Background: an optimization exercise with open tools, aiming at small area. Do not read the settings as production practice. Only simulation tests tie the RTL to the original design; equivalence was not proved.

Design cordic_native, start of the top module:
module cordic_native(
    input wire I_rst_n,                 
    input wire I_clk,
    input wire [13:0] I_init_phase,
    input wire I_change_phase,
    input wire [13:0] I_inc_phase,
    output wire [13:0] O_cos,
    output wire [13:0] O_sin
    );
    reg [13:0] R_current_phase;
    reg R_phase_dir;                    
    wire [13:0] S_step;
    add_bk u_step (.a(R_current_phase), .b(I_inc_phase ^ {14{R_phase_dir}}), .ci(R_phase_dir), .s(S_step));
    wire S_reach_top = ~R_current_phase[13] & (|S_step[13:11]);       
    wire S_reach_bottom = R_current_phase[13] & ~(&S_step[13:11]);     
    wire S_turn = R_phase_dir ? S_reach_bottom : S_reach_top;
    always @(posedge I_clk) begin
        if (I_rst_n == 1'b0) R_phase_dir <= 1'b0;
        else R_phase_dir <= R_phase_dir ^ S_turn;
    end
    always @(posedge I_clk) begin
        if (I_rst_n == 1'b0 || I_change_phase) R_current_phase <= I_init_phase;
        else if (~R_phase_dir & S_reach_top) R_current_phase <= 14'd4094 - S_step;
        else R_current_phase <= S_step;    
    end
    reg [12:0] R_dir_delay;
    reg R_cos_dir;
    always @(posedge I_clk) begin
        R_dir_delay <= {R_dir_delay[11:0], R_phase_dir};
        R_cos_dir <= R_dir_delay[12];
    end
  ...
Size: about 280 flip-flops, about 59 I/O pins, ~0.018 sq mm of cells after synthesis.
==> flow/config.mk <==
export PLATFORM = sky130hd
export DESIGN_NAME = cordic_native
export DESIGN_NICKNAME = cordic_native
export VERILOG_FILES = /design/flow/design.v
export SDC_FILE = /design/flow/constraint.sdc
export NUM_CORES = 4
export LEC_CHECK = 0
export ABC_AREA = 1
export CAP_MARGIN = 20
export CORE_MARGIN = 2
export CORE_UTILIZATION = 60
export CTS_BUF_LIST = sky130_fd_sc_hd__clkbuf_16
export CTS_CLUSTER_DIAMETER = 100
export CTS_CLUSTER_SIZE = 30
export SETUP_SLACK_MARGIN = 0.15
export SLEW_MARGIN = 20
==> flow/constraint.sdc <==
create_clock -name core_clock -period 5.0 [get_ports {I_clk}]
set_input_delay 1.0000 -clock core_clock [delete_from_list [all_inputs] [get_ports {I_clk}]]
set_output_delay 1.0000 -clock core_clock [all_outputs]
set_load 0.01 [all_outputs]
standard.sh (not shown) runs the stock make flow with config.mk's settings and CLKGATE_MAP_FILE= SYNTH_SCRIPT=/design/flow/synth_recipe.tcl, a recipe that flattens the netlist after the stock synthesis.
==> flow/flow/run.sh <==
#!/bin/bash
# Layout flow: the standard flow (standard.sh), with the port buffers
# made from buf_1 instead of the delay-cell buffers buffer_ports picks.
set -e
export BUFFER_PORTS_ARGS="-buffer_cell sky130_fd_sc_hd__buf_1"
bash standard.sh > standard.log 2>&1
The baseline ran to the end with no violations.
Edit:
==> flow/run.sh (new file) <==
#!/bin/bash
# synth_recipe.tcl (not shown) runs the flow's synth.tcl, then flattens the netlist and writes it again
# the make line also repeats each setting of config.mk as NAME=value (left out here)
make -C /OpenROAD-flow-scripts/flow DESIGN_CONFIG=/design/flow/config.mk WORK_HOME=/design/flow/orfs CLKGATE_MAP_FILE= SYNTH_SCRIPT=/design/flow/synth_recipe.tcl finish
- CORE_UTILIZATION: 60 -> 70
- SETUP_SLACK_MARGIN: 0.15 -> 0.05
removed: flow/flow/run.sh
removed: flow/standard.sh
The changed run died in global routing, error GRT-0232.
Synthesized cell count is unchanged.
Synthesized area stays the same.
Edit:
==> flow/flow/run.sh (new file) <==
#!/bin/bash
# Layout flow: the standard flow (standard.sh), with the port buffers
# made from buf_1 instead of the delay-cell buffers buffer_ports picks.
set -e
export BUFFER_PORTS_ARGS="-buffer_cell sky130_fd_sc_hd__buf_1"
bash standard.sh > standard.log 2>&1
==> flow/standard.sh (new file) <==
#!/bin/bash
# synth_recipe.tcl (not shown) runs the flow's synth.tcl, then flattens the netlist and writes it again
# the make line also repeats each setting of config.mk as NAME=value (left out here)
make -C /OpenROAD-flow-scripts/flow DESIGN_CONFIG=/design/flow/config.mk WORK_HOME=/design/flow/orfs CLKGATE_MAP_FILE= SYNTH_SCRIPT=/design/flow/synth_recipe.tcl "${@:-finish}"
- CORE_UTILIZATION: 70 -> 60
- GPL_TIMING_DRIVEN: default -> 0
removed: flow/run.sh
Now the flow completed, yet does not pass: negative setup slack.
Synthesized cell count is unchanged.
Area after synthesis does not change.

-- what the ideal ports hide --
The results above use ideal ports. As a check the final layouts listed here were re-extracted and re-timed, cells and wires unchanged.
Step 1: set_driving_cell puts a clkbuf_16 on I_clk and a buf_2 on each other input, an assumption about the parent block.
Step 2 moves the port delays by t, midway between the first and last clock arrival at a register: inputs arrive t later, outputs are due t later. That takes back most of the time a late clock gives input paths.
a / b / c = ideal / step 1 / step 2; a / b = the first two.
run	t, ns	setup slack, ns	hold slack, ns	worst setup path after step 2	worst register clock-pin slew, ns
the first run	0.557	0.413 / 0.413 / 0.388	0.322 / 0.322 / 0.322	input to register	0.12 / 0.12
the third run	0.561	-0.137 / -0.137 / -0.137	0.334 / 0.334 / 0.334	register to register	0.12 / 0.12
For the first run, which loses most, drivers alone change the setup slack by 0.000 ns; drivers and shift together by -0.025 ns.
